This is an optimization exercise on Yosys and OpenROAD, whose aim is a short achievable clock period and few clock cycles, not a production implementation.
No functional check of the RTL was part of this run.
Power is estimated from default activity; no workload was simulated.

==> flow/design.v <==
module dff (q, d, clk, rst);
    output         q;
    input          d;
    input          clk;
    input          rst;
    reg            state;
    assign q = state;
    always @(posedge clk) begin
      state <= rst? 1'b0 : d;
    end
endmodule
module not1 (in1,out);
input in1;
output out;
assign out = ~in1;
endmodule
module nand2 (in1,in2,out);
input in1,in2;
output out;
assign out = ~(in1 & in2);
endmodule
module mux2_1(InA,InB,S,Out);
   input InA,InB,S;
   output Out;
   wire   a1,a2,n1;
   not1 n5(S,n1);
   nand2 n4(InA,n1,a1);
   nand2 n2(InB,S,a2);
   nand2 n3(a1,a2,Out);
endmodule
module register (q, d, clk, rst, we);
   parameter WIDTHreg = 16;
   input [WIDTHreg-1:0] d;
   input               clk, rst, we;
   output [WIDTHreg-1:0] q;
   wire [WIDTHreg-1:0]   enabledIn;
   mux2_1 mux[WIDTHreg-1:0] (.InA (q), .InB(d), .S({WIDTHreg{we}}), .Out(enabledIn));
   dff file[WIDTHreg-1:0] (.q(q), .d(enabledIn), .clk({WIDTHreg{clk}}), .rst({WIDTHreg{rst}}));
endmodule
module rf (
           read1data, read2data, err,
           clk, rst, read1regsel, read2regsel, writeregsel, writedata, write
           );
   parameter WIDTH = 16;
   input clk, rst;
   input [2:0] read1regsel;
   input [2:0] read2regsel;
   input [2:0] writeregsel;
   input [(WIDTH-1):0] writedata;
   input        write;
   output [(WIDTH-1):0] read1data;
   output [(WIDTH-1):0] read2data;
   output        err;
   wire [(WIDTH-1):0] readData0, readData1, readData2, readData3, readData4, readData5, readData6, readData7;
   wire [(WIDTH-1):0] writeData0, writeData1, writeData2, writeData3, writeData4, writeData5, writeData6, writeData7;
   reg [(WIDTH-1):0] outData1, outData2;
   assign read1data = outData1;
   assign read2data = outData2; 
   register my_regs0 (.d(writeData0), .q(readData0), .clk(clk), .rst(rst), .we(1'b1));
   register my_regs1 (.d(writeData1), .q(readData1), .clk(clk), .rst(rst), .we(1'b1));
   register my_regs2 (.d(writeData2), .q(readData2), .clk(clk), .rst(rst), .we(1'b1));
   register my_regs3 (.d(writeData3), .q(readData3), .clk(clk), .rst(rst), .we(1'b1));
   register my_regs4 (.d(writeData4), .q(readData4), .clk(clk), .rst(rst), .we(1'b1));
   register my_regs5 (.d(writeData5), .q(readData5), .clk(clk), .rst(rst), .we(1'b1));
   register my_regs6 (.d(writeData6), .q(readData6), .clk(clk), .rst(rst), .we(1'b1));
   register my_regs7 (.d(writeData7), .q(readData7), .clk(clk), .rst(rst), .we(1'b1));
   assign writeData0 = (write & (writeregsel == 3'b000)) ? writedata : readData0;
   assign writeData1 = (write & (writeregsel == 3'b001)) ? writedata : readData1;
   assign writeData2 = (write & (writeregsel == 3'b010)) ? writedata : readData2;
   assign writeData3 = (write & (writeregsel == 3'b011)) ? writedata : readData3;
   assign writeData4 = (write & (writeregsel == 3'b100)) ? writedata : readData4;
   assign writeData5 = (write & (writeregsel == 3'b101)) ? writedata : readData5;
   assign writeData6 = (write & (writeregsel == 3'b110)) ? writedata : readData6;
   assign writeData7 = (write & (writeregsel == 3'b111)) ? writedata : readData7; 
   always @ (read1regsel, readData0, readData1, readData2, readData3, readData4, readData5,
             readData6, readData7) begin
     case (read1regsel)
       3'b000: outData1 = readData0;
       3'b001: outData1 = readData1; 
       3'b010: outData1 = readData2;  	   
       3'b011: outData1 = readData3; 
       3'b100: outData1 = readData4;  
       3'b101: outData1 = readData5;
       3'b110: outData1 = readData6;
       3'b111: outData1 = readData7;
     endcase  
   end
   always @ (read2regsel, readData0, readData1, readData2, readData3, readData4, readData5,
             readData6, readData7) begin
     case (read2regsel)
       3'b000: outData2 = readData0;
       3'b001: outData2 = readData1; 
       3'b010: outData2 = readData2;  	   
       3'b011: outData2 = readData3; 
       3'b100: outData2 = readData4;  
       3'b101: outData2 = readData5;
       3'b110: outData2 = readData6;
       3'b111: outData2 = readData7;
     endcase  
   end
endmodule
module add1(
            A,
            B,
            CI,
            Sum,
            P,
            G
            );
   input A, B, CI;
   output Sum, G, P;
   assign Sum = A ^ B ^ CI;
   assign G   = A & B;
   assign P   = A | B;
endmodule  
module cla_logic(
                 CI,
                 P,
                 G,
                 C,
                 Ggroup,
                 Pgroup);
   input CI;
   input [3:0] P, G;
   output [4:1] C;
   output       Ggroup, Pgroup;
   assign C[1] = G[0] | P[0] & CI;
   assign C[2] = G[1] | P[1] & C[1];
   assign C[3] = G[2] | P[2] & C[2];
   assign C[4] = G[3] | P[3] & C[3];
   assign Ggroup = G[3] | P[3]&G[2] | P[3]&P[2]&G[1] | P[3]&P[2]&P[1]&G[0];
   assign Pgroup = P[3]&P[2]&P[1]&P[0];
endmodule  
module add4(
            A,                   
            B,                   
            CI,                  
            Sum,                 
            CO,                  
            Pgroup,              
            Ggroup               
            );
   input [3:0] A, B;
   input       CI;
   output [3:0] Sum;
   output       CO, Ggroup, Pgroup;
   wire [3:0]   G, P;
   wire [4:1]   C;
   add1 a0(A[0], B[0],   CI, Sum[0], P[0], G[0]);
   add1 a1(A[1], B[1], C[1], Sum[1], P[1], G[1]);
   add1 a2(A[2], B[2], C[2], Sum[2], P[2], G[2]);
   add1 a3(A[3], B[3], C[3], Sum[3], P[3], G[3]);   
   cla_logic clo (CI, P, G, C, Ggroup, Pgroup);
   assign CO = C[4];
endmodule  
module add16(
            A,                   
            B,                   
            CI,                  
            Sum,                 
            CO,                  
            Ggroup,              
            Pgroup               
            );
   input [15:0] A, B;
   input       CI;
   output [15:0] Sum;
   output       CO, Ggroup, Pgroup;
   wire [3:0]   G, P;
   wire [4:1]   C;
   wire [3:0]   COX;              
   add4 a0 (A[3:0],   B[3:0],     CI, Sum[3:0],   COX[0], P[0], G[0]);
   add4 a1 (A[7:4],   B[7:4],   C[1], Sum[7:4],   COX[1], P[1], G[1]);
   add4 a2 (A[11:8],  B[11:8],  C[2], Sum[11:8],  COX[2], P[2], G[2]);
   add4 a3 (A[15:12], B[15:12], C[3], Sum[15:12], COX[3], P[3], G[3]);   
   cla_logic clo (CI, P, G, C, Ggroup, Pgroup);
   assign CO = C[4];
endmodule  
module mux16_2_1(
                 in1,            
                 in2,            
                 s,              
                 out             
                 );
   input [15:0] in1, in2;
   input        s;
   output [15:0] out;
   assign out = s ? in2 : in1;
endmodule  
module shift1(
              in,                
              op,                
              out
              );
   input [15:0] in;
   input [1:0]  op;
   output reg [15:0] out;
   parameter OP_ROL = 0;             
   parameter OP_SLL = 1;             
   parameter OP_ROR = 2;             
   parameter OP_ASR = 3;             
   always @(*) begin
      case (op)
        OP_ROL: begin
           out[15:1] = in[14:0];
           out[0]    = in[15];
        end
        OP_SLL: begin
           out[15:1] = in[14:0];
           out[0]    = 0;
        end
        OP_ROR: begin
           out[14:0] = in[15:1];
           out[15]   = in[0];
        end
        OP_ASR: begin
           out[14:0] = in[15:1];
           out[15]   = in[15];
        end        
      endcase  
   end
endmodule  
module shift2(
              in,                
              op,                
              out
              );
   input [15:0] in;
   input [1:0]  op;
   output reg [15:0] out;
   parameter OP_ROL = 0;             
   parameter OP_SLL = 1;             
   parameter OP_ROR = 2;             
   parameter OP_ASR = 3;             
   always @(*) begin
      case (op)
        OP_ROL: begin
           out[15:2] = in[13:0];
           out[1:0]  = in[15:14];
        end
        OP_SLL: begin
           out[15:2] = in[13:0];
           out[1:0]  = 0;
        end
        OP_ROR: begin
           out[13:0]  = in[15:2];
           out[15:14] = in[1:0];
        end
        OP_ASR: begin
           out[13:0] = in[15:2];
           out[15]   = in[15];
           out[14]   = in[15];
        end        
      endcase  
   end
endmodule  
module shift4(
              in,                
              op,                
              out
              );
   input [15:0] in;
   input [1:0]  op;
   output reg [15:0] out;
   parameter OP_ROL = 0;             
   parameter OP_SLL = 1;             
   parameter OP_ROR = 2;             
   parameter OP_ASR = 3;             
   always @(*) begin
      case (op)
        OP_ROL: begin
           out[15:4] = in[11:0];
           out[3:0]  = in[15:12];
        end
        OP_SLL: begin
           out[15:4] = in[11:0];
           out[3:0]  = 0;
        end
        OP_ROR: begin
           out[11:0]  = in[15:4];
           out[15:12] = in[3:0];
        end
        OP_ASR: begin
           out[11:0] = in[15:4];
           out[15]   = in[15];
           out[14]   = in[15];
           out[13]   = in[15];
           out[12]   = in[15];
        end        
      endcase  
   end
endmodule  
module shift8(
              in,                
              op,                
              out
              );
   input [15:0] in;
   input [1:0]  op;
   output reg [15:0] out;
   parameter OP_ROL = 0;             
   parameter OP_SLL = 1;             
   parameter OP_ROR = 2;             
   parameter OP_ASR = 3;             
   always @(*) begin
      case (op)
        OP_ROL: begin
           out[15:8] = in[7:0];
           out[7:0]  = in[15:8];
        end
        OP_SLL: begin
           out[15:8] = in[7:0];
           out[7:0]  = 0;
        end
        OP_ROR: begin
           out[7:0]  = in[15:8];
           out[15:8] = in[7:0];
        end
        OP_ASR: begin
           out[7:0] = in[15:8];
           out[15]   = in[15];
           out[14]   = in[15];
           out[13]   = in[15];
           out[12]   = in[15];
           out[11]   = in[15];
           out[10]   = in[15];
           out[9]    = in[15];
           out[8]    = in[15];                                 
        end        
      endcase  
   end
endmodule  
module shift16(
               In,               
               Cnt,              
               Op,               
               Out               
               );
   input [15:0] In;
   input [3:0]  Cnt;
   input [1:0]  Op;
   output [15:0] Out;
   wire [15:0] l3, sl3,          
               l2, sl2,          
               l1, sl1,          
               l0, sl0;          
   shift8 s8 (l3, Op, sl3);
   shift4 s4 (l2, Op, sl2);
   shift2 s2 (l1, Op, sl1);
   shift1 s1 (l0, Op, sl0);
   assign l3 = In;
   mux16_2_1 m3 (l3, sl3, Cnt[3], l2);
   mux16_2_1 m2 (l2, sl2, Cnt[2], l1);
   mux16_2_1 m1 (l1, sl1, Cnt[1], l0);
   mux16_2_1 m0 (l0, sl0, Cnt[0], Out);   
endmodule  
module btr_calc(Rs, Rd);
input[15:0] Rs;
output[15:0] Rd;
assign Rd[15] = Rs[0];
assign Rd[14] = Rs[1];
assign Rd[13] = Rs[2];
assign Rd[12] = Rs[3];
assign Rd[11] = Rs[4];
assign Rd[10] = Rs[5];
assign Rd[9] = Rs[6];
assign Rd[8] = Rs[7];
assign Rd[7] = Rs[8];
assign Rd[6] = Rs[9];
assign Rd[5] = Rs[10];
assign Rd[4] = Rs[11];
assign Rd[3] = Rs[12];
assign Rd[2] = Rs[13];
assign Rd[1] = Rs[14];
assign Rd[0] = Rs[15];
endmodule
module ALU (
            A,                   
            B,                   
            Op,                  
            sign,                
            Out,                 
            OFL,                 
            Zero                 
            );
   input [15:0] A, B;
   input [4:0]  Op;
   input        sign;
   output reg [15:0] Out;
   output            OFL, Zero;
   parameter ADD   = 0;
   parameter SUB   = 1;
   parameter OR    = 2;
   parameter AND   = 3;
   parameter ROL   = 4;
   parameter SLL   = 5;
   parameter ROR   = 6;
   parameter SRA   = 7;
   parameter ST    = 8;
   parameter LD    = 9;
   parameter STU   = 10;
   parameter BTR   = 11;
   parameter SEQ   = 12;
   parameter SLT   = 13;
   parameter SLE   = 14;
   parameter SCO   = 15;
   parameter BEQZ  = 16;
   parameter BNEZ  = 17;
   parameter BLTZ  = 18;
   parameter LBI   = 19;
   parameter SLBI  = 20;
   parameter JINST = 21;
   parameter JAL   = 22;
   parameter JR    = 23;
   parameter JALR  = 24;
   parameter RET   = 25;
   parameter SIIC  = 26;
   parameter RTI   = 27;
   parameter NOP   = 28;
   parameter HALT  = 29;
   wire signed [15:0] opA;
   wire signed [15:0] opB;
   wire [15:0]        shifter_Out;
   reg [1:0]          shifter_op;
   wire [15:0]        add_Sum;
   wire               add_CO, add_P, add_G;
   wire [15:0]        btr_rd;              
   wire               OFL_signed, OFL_unsigned;
   shift16 shifter (opA, opB[3:0], shifter_op, shifter_Out); 
   add16   adder   (.A(opA),
                    .B(opB),
                    .CI(Cin),
                    .Sum(add_Sum), 
                    .CO(add_CO), 
                    .Ggroup(add_G),
                    .Pgroup(add_P));
   btr_calc btr(.Rs(opA), .Rd(btr_rd));
   wire               sub = (Op == SUB);
   assign opA = sub ? B     : A;
   assign opB = sub ? ~A    : B;
   assign Cin = sub ? 1'b1  : 1'b0;
   assign OFL_signed = ( opA[15] &  opB[15] & ~add_Sum[15]) |   
                       (~opA[15] & ~opB[15] &  add_Sum[15]);    
   assign OFL_unsigned = add_CO;
   assign OFL = sign ? OFL_signed : OFL_unsigned;
   assign Zero = (opA == 16'h0000) ? 1'b1 : 1'b0;		 
   always @ (Op, add_Sum, add_CO, shifter_Out, opA, opB, btr_rd) begin
      shifter_op = 2'b00;
      case (Op)
        ADD   : Out = add_Sum;
        SUB   : Out = add_Sum;
        ROR   : begin
	   shifter_op = 2'b10;
	   Out = shifter_Out;
	end	
        SRA   : begin
	   shifter_op = 2'b11;
	   Out = shifter_Out;
	end
	ROL   : begin
	   shifter_op = 2'b00;
	   Out = shifter_Out;
	end
	SLL   : begin
	   shifter_op = 2'b01;
	   Out = shifter_Out;
	end
	OR    : Out = opA | opB;
        AND   : Out = opA & opB;
	LD    : Out = add_Sum;
	ST    : Out = add_Sum; 
	STU   : Out = add_Sum;
	BTR   : Out = btr_rd;
	SEQ   : Out = (opA == opB) ? 16'h0001 : 16'h0000;
	SLT   : Out = opA < opB;
	SLE   : Out = opA <= opB;
	BLTZ  : Out = (opA[15]) ? 16'hFFFF : 16'h0000;	 
	SCO   : Out = add_CO;
	LBI   : Out = opB;
	SLBI  : Out = {opA[7:0], 8'b0} | opB;
	JR    : Out = add_Sum;
	JALR  : Out = add_Sum;
	RET   : Out = opB;		 
	SIIC  : Out = 16'b0; 	 
        RTI   : Out = 16'b0;		 
	NOP   : Out = 16'b0;		 
	HALT  : Out = 16'b0;		 
        default:
          Out = 16'hbada;
      endcase
   end
endmodule  
module alu_op_decode (instr, alu_op);
input [15:0] instr;
output [4:0] alu_op;
parameter ADD   = 0;
parameter SUB   = 1;
parameter OR    = 2;
parameter AND   = 3;
parameter ROL   = 4;
parameter SLL   = 5;
parameter ROR   = 6;
parameter SRA   = 7;
parameter ST    = 8;
parameter LD    = 9;
parameter STU   = 10;
parameter BTR   = 11;
parameter SEQ   = 12;
parameter SLT   = 13;
parameter SLE   = 14;
parameter SCO   = 15;
parameter BEQZ  = 16;
parameter BNEZ  = 17;
parameter BLTZ  = 18;
parameter LBI   = 19;
parameter SLBI  = 20;
parameter JINST = 21;
parameter JAL   = 22;
parameter JR    = 23;
parameter JALR  = 24;
parameter RET   = 25;
parameter SIIC  = 26;
parameter RTI   = 27;
parameter NOP   = 28;
parameter HALT  = 29;
reg [4:0] op;
wire [6:0] instr_op;
assign instr_op = {instr[15:11], instr[1:0]};
assign alu_op = op;
always @ (*) begin
	casex (instr_op)
	7'b1101100 : op = ADD;
	7'b1101101 : op = SUB;
	7'b1101110 : op = OR;
	7'b1101111 : op = AND;
	7'b1101000 : op = ROL;
	7'b1101001 : op = SLL;
	7'b1101010 : op = ROR;
	7'b1101011 : op = SRA;
	7'b00000xx : op = HALT;
	7'b00001xx : op = NOP;
	7'b01000xx : op = ADD;
	7'b01001xx : op = SUB;
	7'b01010xx : op = OR;
	7'b01011xx : op = AND;
	7'b10100xx : op = ROL;
	7'b10101xx : op = SLL;
	7'b10110xx : op = ROR;
	7'b10111xx : op = SRA;
	7'b10000xx : op = ST;
	7'b10001xx : op = LD;
	7'b10011xx : op = STU;
	7'b11001xx : op = BTR;
	7'b11100xx : op = SEQ;
	7'b11101xx : op = SLT;
	7'b11110xx : op = SLE;
	7'b11111xx : op = SCO;
	7'b01100xx : op = BEQZ;
	7'b01101xx : op = BNEZ;
	7'b01111xx : op = BLTZ;
	7'b11000xx : op = LBI;
	7'b10010xx : op = SLBI;
	7'b00100xx : op = JINST;
	7'b00101xx : op = JR;
	7'b00110xx : op = JAL;
	7'b00111xx : op = JALR;
	7'b01110xx : op = RET;
	7'b00010xx : op = SIIC;
	7'b00011xx : op = RTI;
	default	  : op = 5'b11111;
	endcase
end
endmodule
module alu_operand_decode (instr, rsVal, rtVal, opA, opB);
   input [15:0] instr;
   input [15:0] rsVal;
   input [15:0] rtVal;
   output [15:0] opA;
   output [15:0] opB;
   reg [15:0]    opBVal;
   wire [6:0]    op;
   assign opA = rsVal;
   assign opB = opBVal;
   assign op = {instr[15:11], instr[1:0]};
   always @ (*) begin
      casex (op)
	7'b1101100 :  
	  opBVal = rtVal;
	7'b1101101 :  
	  opBVal = rtVal;
	7'b1101110 :  
	  opBVal = rtVal;
	7'b1101111 :  
	  opBVal = rtVal;
	7'b1101000 :  
	  opBVal = rtVal;
	7'b1101001 :  
	  opBVal = rtVal;
	7'b1101010 :  
	  opBVal = rtVal;
	7'b1101011 :  
	  opBVal = rtVal;
	7'b00000xx :  
	  opBVal = 16'b0;	 
	7'b00001xx :  
	  opBVal = 16'b0;	 
	7'b01000xx :  
	  opBVal = {{11{instr[4]}}, instr[4:0]};  
	7'b01001xx :  
	  opBVal = {{11{instr[4]}}, instr[4:0]};  
	7'b01010xx :  
	  opBVal = {11'b0, instr[4:0]};		 
	7'b01011xx :  
	  opBVal = {11'b0, instr[4:0]};		 
	7'b10100xx :  
	  opBVal = {11'b0, instr[4:0]};		 
	7'b10101xx :  
	  opBVal = {11'b0, instr[4:0]};		 
	7'b10110xx :  
	  opBVal = {11'b0, instr[4:0]};		 
	7'b10111xx :  
	  opBVal = {11'b0, instr[4:0]};		 
	7'b10000xx :  
	  opBVal = {{11{instr[4]}}, instr[4:0]};  
	7'b10001xx :  
	  opBVal = {{11{instr[4]}}, instr[4:0]};  
	7'b10011xx :  
	  opBVal = {{11{instr[4]}}, instr[4:0]};  
	7'b11001xx :  
	  opBVal = 16'b1;	 
	7'b11100xx :  
	  opBVal = rtVal;
	7'b11101xx :  
	  opBVal = rtVal;
	7'b11110xx :  
	  opBVal = rtVal;
	7'b11111xx :  
	  opBVal = rtVal;
	7'b01100xx :  
	  opBVal = {{8{instr[7]}}, instr[7:0]};		 
	7'b01101xx :  
	  opBVal = {{8{instr[7]}}, instr[7:0]};		 
	7'b01111xx :  
	  opBVal = {{8{instr[7]}}, instr[7:0]};		 
	7'b11000xx :  
	  opBVal = {{8{instr[7]}}, instr[7:0]};		 
	7'b10010xx :  
	  opBVal = {8'b0, instr[7:0]};					 
	7'b00100xx :  
	  opBVal = {{5{instr[10]}}, instr[10:0]};	 
	7'b00101xx :  
	  opBVal = {{8{instr[7]}}, instr[7:0]};		 
	7'b00110xx :  
	  opBVal = {{5{instr[10]}}, instr [10:0]};  
	7'b00111xx :  
	  opBVal = {{8{instr[7]}}, instr[7:0]};		 
	7'b01110xx :  
	  opBVal = rtVal;
	7'b00010xx :  
	  opBVal = 16'b0;   
	7'b00011xx :  
	  opBVal = 16'b0;   
	default	  : opBVal = 16'b1;	
      endcase
   end
endmodule
module alu_destination_decode (instr, rd, we_reg);
   input [15:0] instr;
   output reg [2:0] rd;
   output reg       we_reg;
   wire [2:0]       rd_imm, rd_reg, rd_ld_imm;
   assign rd_imm = instr[7:5];
   assign rd_reg = instr[4:2];
   assign rd_ld_imm = instr[10:8];
   wire [6:0]       op;
   assign op = {instr[15:11], instr[1:0]};
   always @ (*) begin
      casex (op)
	7'b1101100 : begin  
	   rd = rd_reg;
	   we_reg = 1'b1;
	end
	7'b1101101 : begin  
	   rd = rd_reg;
	   we_reg = 1'b1;
	end
	7'b1101110 : begin  
	   rd = rd_reg;
	   we_reg = 1'b1;
	end
	7'b1101111 : begin 
	   rd = rd_reg;
	   we_reg = 1'b1;
	end
	7'b1101000 : begin  
	   rd = rd_reg;
	   we_reg = 1'b1;
	end
	7'b1101001 : begin  
	   rd = rd_reg;
	   we_reg = 1'b1;
        end
	7'b1101010 : begin  
	   rd = rd_reg;
	   we_reg = 1'b1;
	end
	7'b1101011 : begin 
	   rd = rd_reg;
	   we_reg = 1'b1;
        end
	7'b11100xx : begin  
	   rd = rd_reg;
	   we_reg = 1'b1;
        end
	7'b11101xx : begin 
	   rd = rd_reg;
	   we_reg = 1'b1;
        end
	7'b11110xx : begin 
	   rd = rd_reg;
           we_reg = 1'b1;
	end
	7'b11111xx : begin  
	   rd = rd_reg;
	   we_reg = 1'b1;
        end
	7'b11001xx : begin  
	   rd = rd_reg;
           we_reg = 1'b1;
	end
	7'b01000xx : begin  
	   rd = rd_imm;
	   we_reg = 1'b1;
        end
	7'b01001xx : begin 
	   rd = rd_imm;
           we_reg = 1'b1;
        end
	7'b01010xx : begin 
	   rd = rd_imm;
	   we_reg = 1'b1;
        end
	7'b01011xx : begin  
	   rd = rd_imm;
           we_reg = 1'b1;
        end
	7'b10100xx : begin  
	   rd = rd_imm;
           we_reg = 1'b1;
        end
	7'b10101xx : begin  
	   rd = rd_imm;
           we_reg = 1'b1;
        end
	7'b10110xx : begin  
	   rd = rd_imm;
           we_reg = 1'b1;
	end
	7'b10111xx : begin  
	   rd = rd_imm;
 	   we_reg = 1'b1;
        end
	7'b10001xx : begin  
	   rd = rd_imm;
	   we_reg = 1'b1;
        end
	7'b11000xx : begin  
	   rd = rd_ld_imm;
	   we_reg = 1'b1;
	end
	7'b10010xx : begin 
	   rd = rd_ld_imm;
	   we_reg = 1'b1;
	end
	7'b00110xx : begin  
	   rd = 3'd7;
	   we_reg = 1'b1;
	end
	7'b00111xx : begin  
	   rd = 3'd7;
	   we_reg = 1'b1;
	end
  	7'b10011xx : begin  
	   rd = rd_ld_imm;
	   we_reg = 1'b1;
	end
	7'b10000xx : begin  
           rd = 3'd0;
           we_reg = 1'b0;
        end
	7'b01100xx : begin  
           rd = 3'd0;
	   we_reg = 1'b0;
        end
	7'b01101xx : begin  
           rd = 3'd0;
	   we_reg = 1'b0;
        end
	7'b01111xx : begin  
           rd = 3'd0;
	   we_reg = 1'b0;
        end
	7'b00100xx : begin  
           rd = 3'd0;
	   we_reg = 1'b0;
        end
	7'b00101xx : begin  
           rd = 3'd0;
	   we_reg = 1'b0;
        end
	7'b01110xx : begin  
           rd = 3'd0;
	   we_reg = 1'b0;
        end
	7'b00010xx : begin  
           rd = 3'd0;
	   we_reg = 1'b0;
        end
	7'b00011xx : begin  
           rd = 3'd0;
	   we_reg = 1'b0;
        end
	7'b00000xx : begin  
           rd = 3'd0;
	   we_reg = 1'b0;
        end
	7'b00001xx : begin  
           rd = 3'd0;
	   we_reg = 1'b0;
        end
	default	  : begin
           rd = 3'd0;
           we_reg = 1'b0;
        end
      endcase
   end
endmodule
module branch_logic (op, zero, top_alu, bt);
   input [4:0] op;
   input       zero;
   input       top_alu;
   output reg  bt;
   parameter BEQZ = 5'b01100;
   parameter BNEZ = 5'b01101;
   parameter BLTZ = 5'b01111;
   parameter JUMP = 5'b00100;
   parameter JR   = 5'b00101;
   parameter JAL  = 5'b00110;
   parameter JALR = 5'b00111;
   parameter RET  = 5'b01110;
   always@(*) begin
      case (op)
	BEQZ : bt = (zero == 1'b1) ? 1'b1 : 1'b0;
	BNEZ : bt = (zero == 1'b1) ? 1'b0 : 1'b1;
	BLTZ : bt = (zero == 1'b0 && top_alu == 1'b1) ? 1'b1 : 1'b0;
        JUMP : bt = 1;
        JR   : bt = 1;
        JAL  : bt = 1;
        JALR : bt = 1;
        RET  : bt = 1;
        default : bt = 0;
      endcase
   end
endmodule
module brj_addr_calc (instr, next_pc, dest_addr);
   input [15:0] instr;
   input [15:0] next_pc;
   output [15:0] dest_addr;
   wire [4:0]    op;
   wire          co, G, P;
   reg [15:0]    sextVal;
   assign op = instr[15:11];
   add16 add (.A(sextVal), .B(next_pc), .CI(1'b0), .Sum(dest_addr), .CO(co), .Ggroup(G), .Pgroup (P));
   always @ (*) begin
      case (op)
	5'b01100 : begin   
	   sextVal = {{8{instr[7]}}, instr[7:0]};		
	end
	5'b01101 : begin   
	   sextVal = {{8{instr[7]}}, instr[7:0]}; 
	end
	5'b01111 : begin	 
	   sextVal = {{8{instr[7]}}, instr[7:0]};
	end
	5'b00100 : begin	 
	   sextVal = {{5{instr[10]}}, instr[10:0]};
	end
	5'b00110 : begin   
	   sextVal = {{5{instr[10]}}, instr[10:0]};
	end
	default :  begin
	   sextVal = 16'b0;
	end			
      endcase
   end
endmodule
module next_pc_addr (instr, pc_inc, alu_out, brj_dest, bt, stall, next_pc, pc);
   input [15:0] instr;
   input [15:0] pc_inc;
   input [15:0] pc;
   input [15:0] alu_out;
   input [15:0] brj_dest;
   input        bt;
   input        stall;
   output [15:0] next_pc;
   wire [4:0]        op;
   reg [15:0] br_pc;
   assign op = instr[15:11];
   assign next_pc = (stall & ~bt) ? pc : br_pc; 
   always @ (*) begin
         case (op)
	   5'b01100 : begin	 
	      br_pc = (bt == 1'b1) ? brj_dest : pc_inc;
	   end
	   5'b01101 : begin   
	      br_pc = (bt == 1'b1) ? brj_dest : pc_inc;
	   end
	   5'b01111 : begin   
	      br_pc = (bt == 1'b1) ? brj_dest : pc_inc;
	   end
	   5'b00100 : begin   
	      br_pc = brj_dest;	
	   end
	   5'b00101 : begin   
	      br_pc = alu_out;
	   end
	   5'b00110 : begin   
	      br_pc = brj_dest;
	   end
	   5'b00111 : begin   
	      br_pc = alu_out;
	   end
	   5'b01110 : begin   
	      br_pc = alu_out;
	   end
	   5'b00011 : begin   
	      br_pc = alu_out;
	   end
	   default : begin
	      br_pc = pc_inc;
	   end
         endcase  
   end
endmodule
module mem_decode_logic (instr, e_mem, wr_mem, halt);
   input [15:0] instr;
   output reg   halt;		 
   output reg   e_mem;
   output reg   wr_mem;
   wire [6:0]   op;
   assign op = {instr[15:11], instr[1:0]};
   always @ (*) begin
      casex (op)
	7'b10001xx : begin  
	   wr_mem = 1'b0;
	   e_mem = 1'b1;
	   halt = 1'b0;
        end
	7'b10011xx : begin 
	   wr_mem = 1'b1;
	   e_mem = 1'b1;
	   halt = 1'b0;
	end
	7'b10000xx : begin  
	   wr_mem = 1'b1;
           e_mem = 1'b1;
	   halt = 1'b0;
	end 
	7'b00000xx : begin  
	   wr_mem = 1'b0;
	   e_mem = 1'b0;
	   halt = 1'b1;
        end      
	default	  : begin
	   e_mem = 1'b0;
	   wr_mem = 1'b0;
	   halt = 1'b0;
        end
      endcase
   end
endmodule
module dest_data_decode (instr, next_pc, alu_out, mem_out, rdata);
   input [15:0] instr;
   input [15:0] next_pc;
   input [15:0] alu_out;
   input [15:0] mem_out;
   output reg [15:0] rdata;
   wire [6:0]        op; 
   assign op = {instr[15:11], instr[1:0]};
   always @ (*) begin
      casex (op)
	7'b1101100 :  
	  rdata = alu_out;
	7'b1101101 :  
	  rdata = alu_out;
	7'b1101110 :  
	  rdata = alu_out;
	7'b1101111 :  
	  rdata = alu_out;
	7'b1101000 :  
	  rdata = alu_out;
	7'b1101001 :  
	  rdata = alu_out;
	7'b1101010 :  
	  rdata = alu_out;
	7'b1101011 :  
	  rdata = alu_out;
	7'b11100xx :  
	  rdata = alu_out;
	7'b11101xx :  
	  rdata = alu_out;
	7'b11110xx :  
	  rdata = alu_out;
	7'b11111xx :  
	  rdata = alu_out;
	7'b11001xx :  
	  rdata = alu_out;
	7'b01000xx :  
	  rdata = alu_out;
	7'b01001xx :  
	  rdata = alu_out;
	7'b01010xx :  
	  rdata = alu_out;
	7'b01011xx :  
	  rdata = alu_out;
	7'b10100xx :  
	  rdata = alu_out;
	7'b10101xx :  
	  rdata = alu_out;
	7'b10110xx :  
	  rdata = alu_out;
	7'b10111xx :  
	  rdata = alu_out;
	7'b10001xx :  
	  rdata = mem_out;
	7'b11000xx :  
	  rdata = alu_out;
	7'b10010xx :  
	  rdata = alu_out;
	7'b00110xx :  
	  rdata = next_pc;
	7'b00111xx :  
	  rdata = next_pc;
	7'b10011xx :  
	  rdata = alu_out;   
	default	  : rdata = 16'b0;
      endcase
   end
endmodule
module proc(
	    clk,
	    rst,
	    imem_rdata,
	    dmem_rdata,
	    imem_addr,
	    dmem_addr,
	    dmem_wdata,
	    dmem_en,
	    dmem_wr,
	    halt
	    );
   input clk;
   input rst;
   input [15:0] imem_rdata;
   input [15:0] dmem_rdata;
   output [15:0] imem_addr;
   output [15:0] dmem_addr;
   output [15:0] dmem_wdata;
   output        dmem_en;
   output        dmem_wr;
   output        halt;
   localparam OP_HALT = 5'b00000, OP_J = 5'b00100, OP_JR = 5'b00101, OP_JAL = 5'b00110,
              OP_JALR = 5'b00111, OP_BEQZ = 5'b01100, OP_BNEZ = 5'b01101, OP_RET = 5'b01110,
              OP_BLTZ = 5'b01111, OP_ST = 5'b10000, OP_LD = 5'b10001, OP_SLBI = 5'b10010,
              OP_STU = 5'b10011, OP_LBI = 5'b11000, OP_BTR = 5'b11001, OP_SHR = 5'b11010,
              OP_ALR = 5'b11011, OP_SEQ = 5'b11100, OP_SLT = 5'b11101, OP_SLE = 5'b11110,
              OP_SCO = 5'b11111;
   reg [15:0] pc;
   reg [15:0] ras;            
   reg        ras_v;
   reg        d_v;
   reg [15:0] d_ins, d_pc2, d_tgt;
   reg        d_pt;           
   reg        x_wr, x_ld, x_en, x_we, x_halt, x_beqz, x_bnez, x_bltz, x_pt, x_ev;
   reg [2:0]  x_dst;
   reg [15:0] x_A, x_B, x_S, x_addr, x_early, x_ebyp, x_pc2, x_tgt;
   reg        x_inv, x_cin;
   reg        x_s_sum, x_s_or, x_s_and, x_s_sh, x_s_btr, x_s_seq, x_s_lt, x_s_sco, x_s_imm,
              x_s_early;
   reg        x_lbi;
   reg [1:0]  x_shop;
   reg [15:0] rf [0:7];
   wire        stall, x_redir, d_redir;
   wire [15:0] x_rtgt, agu, x_res;
   wire [15:0] fi = imem_rdata;
   wire [4:0]  fop = fi[15:11];
   wire [15:0] pc2 = pc + 16'd2;
   wire [8:0]  lo8 = {1'b0, pc2[7:0]} + {1'b0, fi[7:0]};
   wire [7:0]  h8p = pc2[15:8] + 8'd1;
   wire [7:0]  h8m = pc2[15:8] - 8'd1;
   wire [15:0] t8 = {(lo8[8] & ~fi[7]) ? h8p : (~lo8[8] & fi[7]) ? h8m : pc2[15:8], lo8[7:0]};
   wire [11:0] lo11 = {1'b0, pc2[10:0]} + {1'b0, fi[10:0]};
   wire [4:0]  h5p = pc2[15:11] + 5'd1;
   wire [4:0]  h5m = pc2[15:11] - 5'd1;
   wire [15:0] t11 = {(lo11[11] & ~fi[10]) ? h5p : (~lo11[11] & fi[10]) ? h5m : pc2[15:11], lo11[10:0]};
   wire        f_isj    = (fop == OP_J) | (fop == OP_JAL);
   wire        f_isbr   = (fop == OP_BEQZ) | (fop == OP_BNEZ) | (fop == OP_BLTZ);
   wire        f_isret  = (fop == OP_RET);
   wire        f_iscall = (fop == OP_JAL) | (fop == OP_JALR);
   wire        f_brt    = f_isbr & (fi[7] | (fop == OP_BNEZ));
   wire        f_take   = f_isj | f_brt;
   wire [15:0] f_tt     = f_isj ? t11 : t8;
   wire [15:0] p_other  = x_redir ? x_rtgt : d_redir ? agu : stall ? pc : (f_isret & ras_v) ? ras : pc2;
   wire        p_usef   = f_take & ~x_redir & ~d_redir & ~stall;
   always @(posedge clk) begin
      if (rst)
        pc <= 16'd0;
      else
        pc <= p_usef ? f_tt : p_other;
   end
   always @(posedge clk) begin
      if (rst)
        ras_v <= 1'b0;
      else if (f_iscall) begin
         ras_v <= 1'b1;
         ras <= pc2;
      end
   end
   always @(posedge clk) begin
      if (rst | x_redir | d_redir)
        d_v <= 1'b0;
      else if (!stall)
        d_v <= 1'b1;
      if (!stall) begin
         d_ins <= fi;
         d_pc2 <= pc2;
         d_tgt <= f_isret ? ras : t8;
         d_pt  <= f_isret ? ras_v : f_brt;
      end
   end
   assign imem_addr = pc;
   wire [4:0] dop = d_ins[15:11];
   wire [2:0] rs = d_ins[10:8];
   wire [2:0] rt = d_ins[7:5];
   wire [2:0] rd = d_ins[4:2];
   wire d_rfmt = (dop == OP_BTR) | (dop == OP_SHR) | (dop == OP_ALR) | (dop[4:2] == 3'b111);
   wire d_ifmt = (dop[4:2] == 3'b010) | (dop[4:2] == 3'b101) | (dop == OP_LD);
   wire d_sfmt = (dop == OP_LBI) | (dop == OP_SLBI) | (dop == OP_STU);
   wire d_call = (dop == OP_JAL) | (dop == OP_JALR);
   wire d_wr   = d_rfmt | d_ifmt | d_sfmt | d_call;
   wire [2:0] d_dst = d_call ? 3'd7 : d_sfmt ? rs : d_ifmt ? rt : rd;
   wire d_isret = (dop == OP_RET);
   wire d_st    = (dop == OP_ST) | (dop == OP_STU);
   wire d_stu   = (dop == OP_STU);
   wire d_ld    = (dop == OP_LD);
   wire d_jr    = (dop == OP_JR) | (dop == OP_JALR);
   wire d_lbi   = (dop == OP_LBI);
   wire d_slbi  = (dop == OP_SLBI);
   wire d_rrr   = (dop == OP_SHR) | (dop == OP_ALR) | (dop[4:2] == 3'b111);
   wire d_agu   = d_ld | d_st | d_jr;
   wire [2:0] asel = d_isret ? 3'd7 : rs;
   wire [15:0] sx5 = {{11{d_ins[4]}}, d_ins[4:0]};
   wire [15:0] zx5 = {11'd0, d_ins[4:0]};
   wire [15:0] sx8 = {{8{d_ins[7]}}, d_ins[7:0]};
   wire [15:0] zx8 = {8'd0, d_ins[7:0]};
   reg  [15:0] d_imm;
   always @(*) begin
      case (dop)
        5'b01000, 5'b01001, OP_ST, OP_LD, OP_STU: d_imm = sx5;
        OP_LBI, OP_JR, OP_JALR:                   d_imm = sx8;
        OP_SLBI:                                  d_imm = zx8;
        default:                                  d_imm = zx5;
      endcase
   end
   wire a_fx = x_wr & (x_dst == asel);
   wire t_fx = x_wr & (x_dst == rt);
   wire [15:0] a_rf = rf[asel];
   wire [15:0] t_rf = rf[rt];
   wire [15:0] a_val = a_fx ? x_res : a_rf;
   wire [15:0] t_val = t_fx ? x_res : t_rf;
   wire b_fx = x_wr & (x_dst == rs);
   wire [15:0] base = b_fx ? x_ebyp : rf[rs];
   wire        base_ok = ~b_fx | x_ev;
   wire [15:0] sum_b = base + d_imm;
   wire r7_fx = x_wr & (x_dst == 3'd7);
   wire [15:0] r7 = r7_fx ? x_ebyp : rf[7];
   wire        r7_ok = ~r7_fx | x_ev;
   assign agu = d_isret ? r7 : sum_b;
   assign stall = d_v & ((d_agu & ~base_ok) | (d_isret & ~r7_ok));
   wire ret_hit = d_pt & (r7 == d_tgt);
   assign d_redir = d_v & ~stall & ~x_redir & (d_jr | (d_isret & ~ret_hit));
   wire d_sub  = (dop == 5'b01001) | ((dop == OP_ALR) & (d_ins[1:0] == 2'b01));
   wire d_cmp  = (dop == OP_SLT) | (dop == OP_SLE);
   wire d_sum  = (dop == 5'b01000) | d_sub | ((dop == OP_ALR) & (d_ins[1:0] == 2'b00));
   wire d_or   = (dop == 5'b01010) | ((dop == OP_ALR) & (d_ins[1:0] == 2'b10));
   wire d_and  = (dop == 5'b01011) | ((dop == OP_ALR) & (d_ins[1:0] == 2'b11));
   wire d_sh   = (dop[4:2] == 3'b101) | (dop == OP_SHR);
   wire [1:0] d_shop = (dop == OP_SHR) ? d_ins[1:0] : dop[1:0];
   wire d_go = d_v & ~stall & ~x_redir;
   always @(posedge clk) begin
      if (rst | ~d_go) begin
         x_wr <= 1'b0; x_ld <= 1'b0; x_en <= 1'b0; x_we <= 1'b0; x_halt <= 1'b0;
         x_beqz <= 1'b0; x_bnez <= 1'b0; x_bltz <= 1'b0;
      end else begin
         x_wr <= d_wr; x_ld <= d_ld; x_en <= d_ld | d_st; x_we <= d_st; x_halt <= (dop == OP_HALT);
         x_beqz <= (dop == OP_BEQZ); x_bnez <= (dop == OP_BNEZ); x_bltz <= (dop == OP_BLTZ);
      end
      x_dst <= d_dst;
      x_A <= a_val;
      x_B <= d_rrr ? t_val : d_imm;
      x_S <= t_val;
      x_addr <= sum_b;
      x_early <= d_stu ? sum_b : d_call ? d_pc2 : sx8;
      x_ebyp <= d_stu ? sum_b : d_call ? d_pc2 : d_lbi ? sx8 : {base[7:0], d_ins[7:0]};
      x_ev <= d_stu | d_call | d_lbi | (d_slbi & base_ok);
      x_pc2 <= d_pc2;
      x_tgt <= d_tgt;
      x_pt <= d_pt;
      x_inv <= d_sub | d_cmp;
      x_cin <= d_sub | (dop == OP_SLE);
      x_s_sum <= d_sum; x_s_or <= d_or; x_s_and <= d_and; x_s_sh <= d_sh;
      x_s_btr <= (dop == OP_BTR); x_s_seq <= (dop == OP_SEQ); x_s_lt <= d_cmp;
      x_s_sco <= (dop == OP_SCO); x_s_imm <= d_slbi; x_s_early <= d_stu | d_call | d_lbi;
      x_lbi <= d_lbi;
      x_shop <= d_shop;
   end
   wire [15:0] ax = x_A ^ {16{x_inv}};
   wire [16:0] s17 = {1'b0, x_B} + {1'b0, ax} + {16'd0, x_cin};
   wire [15:0] sum = s17[15:0];
   wire        c16 = s17[16];
   wire        c15 = sum[15] ^ x_B[15] ^ ax[15];
   wire        lx = ~x_B[15];
   wire        ly = ~ax[15];
   wire        lt = (lx & ly) | ((lx ^ ly) & c15);
   wire        eq = (x_A == x_B);
   wire [3:0]  n = x_B[3:0];
   wire [31:0] rl = {x_A, x_A} << n;
   wire [31:0] rr = {x_A, x_A} >> n;
   wire [15:0] sll = x_A << n;
   wire [15:0] sra = $signed(x_A) >>> n;
   reg  [15:0] shv;
   always @(*) begin
      case (x_shop)
        2'b00: shv = rl[31:16];
        2'b01: shv = sll;
        2'b10: shv = rr[15:0];
        default: shv = sra;
      endcase
   end
   wire [15:0] btr;
   genvar gi;
   generate for (gi = 0; gi < 16; gi = gi + 1) begin : g_btr
      assign btr[gi] = x_A[15-gi];
   end endgenerate
   assign x_res = ({16{x_s_sum}} & sum) | ({16{x_s_or}} & (x_A | x_B)) | ({16{x_s_and}} & (x_A & x_B)) |
                  ({16{x_s_sh}} & shv) | ({16{x_s_btr}} & btr) | ({16{x_s_imm}} & {x_A[7:0], x_B[7:0]}) |
                  ({16{x_s_early}} & x_early) | ({16{x_ld}} & dmem_rdata) |
                  {15'd0, (x_s_seq & eq) | (x_s_lt & lt) | (x_s_sco & c16)};
   wire a_zero = (x_A == 16'd0);
   wire taken  = (x_beqz & a_zero) | (x_bnez & ~a_zero) | (x_bltz & x_A[15]);
   assign x_redir = (x_beqz | x_bnez | x_bltz) & (taken ^ x_pt);
   assign x_rtgt = taken ? x_tgt : x_pc2;
   always @(posedge clk) begin
      if (x_wr)
        rf[x_dst] <= x_res;
   end
   assign dmem_addr = x_addr;
   assign dmem_wdata = x_S;
   assign dmem_en = x_en;
   assign dmem_wr = x_we;
   assign halt = x_halt;
endmodule
==> flow/run.sh <==
#!/bin/bash
# synth_recipe.tcl (not shown) runs the flow's synth.tcl, then flattens the netlist and writes it again
# the make line also repeats each setting of config.mk as NAME=value (left out here)
make -C /OpenROAD-flow-scripts/flow DESIGN_CONFIG=/design/flow/config.mk WORK_HOME=/design/flow/orfs CLKGATE_MAP_FILE= SYNTH_SCRIPT=/design/flow/synth_recipe.tcl finish
==> flow/config.mk <==
export PLATFORM = sky130hd
export DESIGN_NAME = proc
export DESIGN_NICKNAME = proc
export VERILOG_FILES = /design/flow/design.v
export SDC_FILE = /design/flow/constraint.sdc
export NUM_CORES = 4
export LEC_CHECK = 0
export ABC_CLOCK_PERIOD_IN_PS = 2500
export CAP_MARGIN = 20
export CORE_MARGIN = 2
export CORE_UTILIZATION = 40
export SETUP_SLACK_MARGIN = 5.0
export SLEW_MARGIN = 20
export TNS_END_PERCENT = 100
==> flow/constraint.sdc <==
create_clock -name core_clock -period 8.0 [get_ports {clk}]
set_input_delay 1.6000 -clock core_clock [delete_from_list [all_inputs] [get_ports {clk}]]
set_output_delay 1.6000 -clock core_clock [all_outputs]
set_load 0.01 [all_outputs]
==> results.txt <==
area by class of cell:
| class | instances | area [µm²] |
|---|---|---|
| Tap cell | 773 | 967 |
| Inverter | 91 | 390 |
| Sequential cell | 351 | 9010 |
| Antenna cell | 1 | 2.50 |
| Clock inverter | 22 | 277 |
| Fill cell | 4946 | 26700 |
| Timing Repair Buffer | 413 | 3970 |
| Multi-Input combinational cell | 1698 | 16400 |
| Clock buffer | 54 | 1140 |
cell families after synthesis:
family / after synthesis / synth area share (%)
AND/OR/NAND/NOR: 662 / 12.8
AO/OA/AOI/OAI: 539 / 15.4
flip-flops: 351 / 37.6
multiplexers: 312 / 22.1
buffers and inverters: 240 / 4.02
XOR/XNOR: 95 / 3.49
adder cells (fa/ha/maj): 85 / 4.57
Yosys cell counts, types with 8 or more instances:
master / n
sky130_fd_sc_hd__nand3_1: 52
sky130_fd_sc_hd__clkbuf_1: 94
sky130_fd_sc_hd__o211ai_1: 25
sky130_fd_sc_hd__xor2_1: 22
sky130_fd_sc_hd__a221oi_1: 19
sky130_fd_sc_hd__o2111ai_1: 19
sky130_fd_sc_hd__a31oi_1: 33
sky130_fd_sc_hd__xnor2_1: 73
sky130_fd_sc_hd__o21ai_0: 103
sky130_fd_sc_hd__nand2b_1: 30
sky130_fd_sc_hd__nor3_1: 49
sky130_fd_sc_hd__mux2_2: 32
sky130_fd_sc_hd__ha_1: 79
sky130_fd_sc_hd__nand4_1: 11
sky130_fd_sc_hd__dfxtp_1: 158
sky130_fd_sc_hd__o31ai_1: 9
sky130_fd_sc_hd__o21a_1: 10
sky130_fd_sc_hd__nor2b_1: 22
sky130_fd_sc_hd__a32oi_1: 9
sky130_fd_sc_hd__a21o_1: 28
sky130_fd_sc_hd__inv_1: 86
sky130_fd_sc_hd__a22oi_1: 21
sky130_fd_sc_hd__mux2i_1: 110
sky130_fd_sc_hd__o311ai_0: 8
sky130_fd_sc_hd__a211oi_1: 35
sky130_fd_sc_hd__and2_1: 9
sky130_fd_sc_hd__o22ai_1: 12
sky130_fd_sc_hd__nor2_1: 163
sky130_fd_sc_hd__mux4_2: 166
sky130_fd_sc_hd__and3_1: 20
sky130_fd_sc_hd__nand2_1: 251
sky130_fd_sc_hd__a211o_1: 9
sky130_fd_sc_hd__nor4_1: 8
sky130_fd_sc_hd__edfxtp_1: 193
sky130_fd_sc_hd__buf_1: 28
sky130_fd_sc_hd__a21oi_1: 116
sky130_fd_sc_hd__buf_2: 19
sky130_fd_sc_hd__or3_1: 13
flip-flops by register name (all words and copies together), names as in the netlist, 16 cells and up, named ones only:
register and flops:
pc 16, x_B 16, ras 16, d_tgt 16, x_S 16, x_tgt 16
x_pc2 16, d_ins 16, d_pc2 16, x_addr 16, rf 128, x_ebyp 16
final timing paths:
kind,cells after the start,slack [ps],end
min,0,390,x_pc2[0]
max,14,3880,x_B[0]
max reg2reg,14,3880,x_B[0]
min reg2reg,0,390,x_pc2[0]
metal layers:
metal  vias up  wire length, µm  global-route usage [%]
met5         -                0                       0
li1       9418                -                       -
met4         0             7810                    20.0
met1     11200            40000                    43.9
met3       377            11400                    7.41
met2      1562            47000                    52.4
timing repair:
item / 4_1_cts / 5_1_grt
pin swaps: 121 / 105
resized for setup: 447 / 194
hold buffers: 0 / 0
setup endpoints to repair: 356 / 278
buffers inserted: 218 / 54
gates cloned: 11 / 1
stage by stage:
stage,cells,power [mW]
2_1_floorplan,2284,3.28
3_3_place_gp,3042,3.90
3_5_place_dp,3042,3.90
4_1_cts,3347,6.26
5_1_grt,3402,6.72
6_report,3403,6.52
where the power goes:
group / leakage [nW] / internal (mW) / total (mW) / switching (mW)
Sequential: 3.20 / 2.11 / 2.30 / 0.182
Combinational: 8.46 / 1.01 / 2.25 / 1.24
Clock: 0.696 / 1.17 / 1.98 / 0.805
Total: 12.4 / 4.30 / 6.52 / 2.22
==> load_flow_metrics.sql <==
INSERT INTO impl_metrics (metric_group, metric, value, unit) VALUES
('worst_setup_path', 'critPathMaxFanout', '8', ''),
('sta', 'setup_viol', '0', ''),
('finish', 'final_core_utilization', '54.6', '%'),
('sta', 'fin_crit_sh', '51.5', '%'),
('clock_network', 'root_buffer_master', 'sky130_fd_sc_hd__clkbuf_16', ''),
('placed_design', 'dpl-instance-area', '25800', 'µm²'),
('worst_setup_path', 'critical_path.max_stage_delay', '550', 'ps'),
('die', 'placementRows', '89', ''),
('detailed_routing', 'dr_total_vias', '22500', ''),
('yosys', 'synth_cell_area', '23800', 'µm²'),
('outcome', 'outcome', 'complete, no violations', ''),
('power', 'power_per_cell_area', '203', 'nW/µm²'),
('yosys', 'synth-async-reset-ratio', '0', '%'),
('clock_network', 'clk_latency', '590', 'ps'),
('placed_design', 'globalplace.congestion', '0.994', ''),
('finish', 'most_frequent_cells_in_the_layout', 'sky130_fd_sc_hd__nand2_1 (228), sky130_fd_sc_hd__buf_4 (221), sky130_fd_sc_hd__edfxtp_1 (193)', ''),
('global_routing', 'grt_start_max_net_pins', '60', ''),
('placed_design', 'hpwl', '72900', 'µm'),
('clock_network', 'clock_sink_count', '351', ''),
('detailed_routing', 'drt_pass_1_iters', '6', ''),
('yosys', 'syn-instance-count', '2284', ''),
('finish', 'final_layout_size_suffix_gt1_share', '37.5', '%'),
('global_routing', 'antenna_violations_before_repair', '3', ''),
('sta', 'hold_viol', '0', ''),
('die', 'die_w', '248', 'µm'),
('global_routing', 'track_usage', '33.9', '%'),
('die', 'floorplan.die.height', '248', 'µm'),
('worst_setup_path', 'cpMaxStageDelayCell', 'sky130_fd_sc_hd__mux4_2', ''),
('hold_path', 'min-delay-path-class', 'reg -> reg', ''),
('sta', 'clock-skew-final', '32.6', 'ps'),
('detailed_routing', 'drt-total-wl', '106000', 'µm'),
('yosys', 'yosysSeqAreaShare', '37.6', '%'),
('yosys', 'syn-num-nets', '2401', ''),
('worst_setup_path', 'critical_path_class', 'reg -> reg', ''),
('worst_setup_path', 'cp-start-kind', 'register', ''),
('yosys', 'syn-mean-instance-area', '10.4', 'µm²'),
('worst_setup_path', 'worstPathCellList', 'buf_12 -> buf_6 -> mux4_2 -> buf_4 -> mux4_2 -> mux2i_1 -> mux2i_1 -> a21bo_2 -> o2bb2ai_1 -> a21oi_1 -> nand4_1 -> buf_6 -> a21o_1 -> mux2_4', ''),
('clock_network', 'number_of_h_tree_levels', '2', ''),
('sta', 'fin_tns_setup', '0', 'ps'),
('detailed_routing', 'drt_iter0_drc', '3147', ''),
('detailed_routing', 'route.detailed.drc', '0', ''),
('sta', 'max_clock_freq', '243', 'MHz'),
('yosys', 'yosysUniqueCellTypes', '87', ''),
('worst_setup_path', 'critical_path_sink_type', 'register', ''),
('worst_setup_path', 'critical-path-top-delay-family', 'multiplexers', ''),
('sta', 'timing.final.crit_period', '4120', 'ps'),
('sta', 'slew_violations', '0', ''),
('placed_design', 'dp_worst_setup_slack', '2490', 'ps'),
('placed_design', 'placement.io_buffers', '84', ''),
('yosys', 'yosys.area.top_type_share', '24.3', '%'),
('die', 'core_area', '58900', 'µm²'),
('global_routing', 'gr-total-overflow', '0', ''),
('clock_network', 'maximum_number_of_buffers_from_clock_root_to_sink', '3', ''),
('power', 'power_leakage', '12.4', 'nW'),
('flow_run', 'number_of_max_cap_violations', '0', ''),
('finish', 'layout-area-overhead-vs-synth', '35.0', '%'),
('finish', 'final_design_area_no_fill', '32200', 'µm²'),
('finish', 'design.final.nets', '2713', ''),
('sta', 'worst_hold_slack', '386', 'ps'),
('yosys', 'count_of_flip_flops_with_a_built_in_enable_after_synthesis', '193', ''),
('die', 'design.die.area', '61500', 'µm²'),
('detailed_routing', 'ant_nets', '0', ''),
('detailed_routing', 'detail_route.wl_per_cell', '31.2', 'µm'),
('power', 'ir_worst_vdd', '0.132', 'mV'),
('hold_path', 'min-delay-start', 'd_pc2[0]', ''),
('clock_network', 'cts_tree', 'built', ''),
('clock_network', 'clock_transition_at_path_regs', '60', 'ps'),
('worst_setup_path', 'worstPathBufferInverterCount', '4', ''),
('finish', 'most_common_cell_after_layout_fill_and_taps_aside', 'sky130_fd_sc_hd__nand2_1', ''),
('sta', 'timing.final.ws_setup', '3880', 'ps'),
('sta', 'slew_headroom', '23.0', '%');

-- separate check: timing with driven ports --
The flow's constraints put no driver on any port. The routed layout listed below was extracted and timed again, unchanged, in two steps.
Step 1 (the two cells are an assumption about what drives the block):
set clk [get_ports {clk}]
set_driving_cell -lib_cell sky130_fd_sc_hd__clkbuf_16 $clk
set_driving_cell -lib_cell sky130_fd_sc_hd__buf_2 [delete_from_list [all_inputs] $clk]
Step 2 times the ports against the registers' clock, not the clock port: input delays grow and output delays shrink by t, the midpoint of the rising clock arrivals with the driver on.
Slacks: ideal ports / drivers / drivers and shift; pairs: ideal ports / drivers.
t (ns): 0.639
slack for setup (ns): 3.883 / 3.883 / 3.566
slew at the worst register clock pin (ns): 0.07 / 0.07
worst data-port slew with drivers (ns): 0.06
After both steps this run still meets setup and hold. The setup slack of this run moves by 0.000 ns with the drivers and by -0.317 ns with both steps.
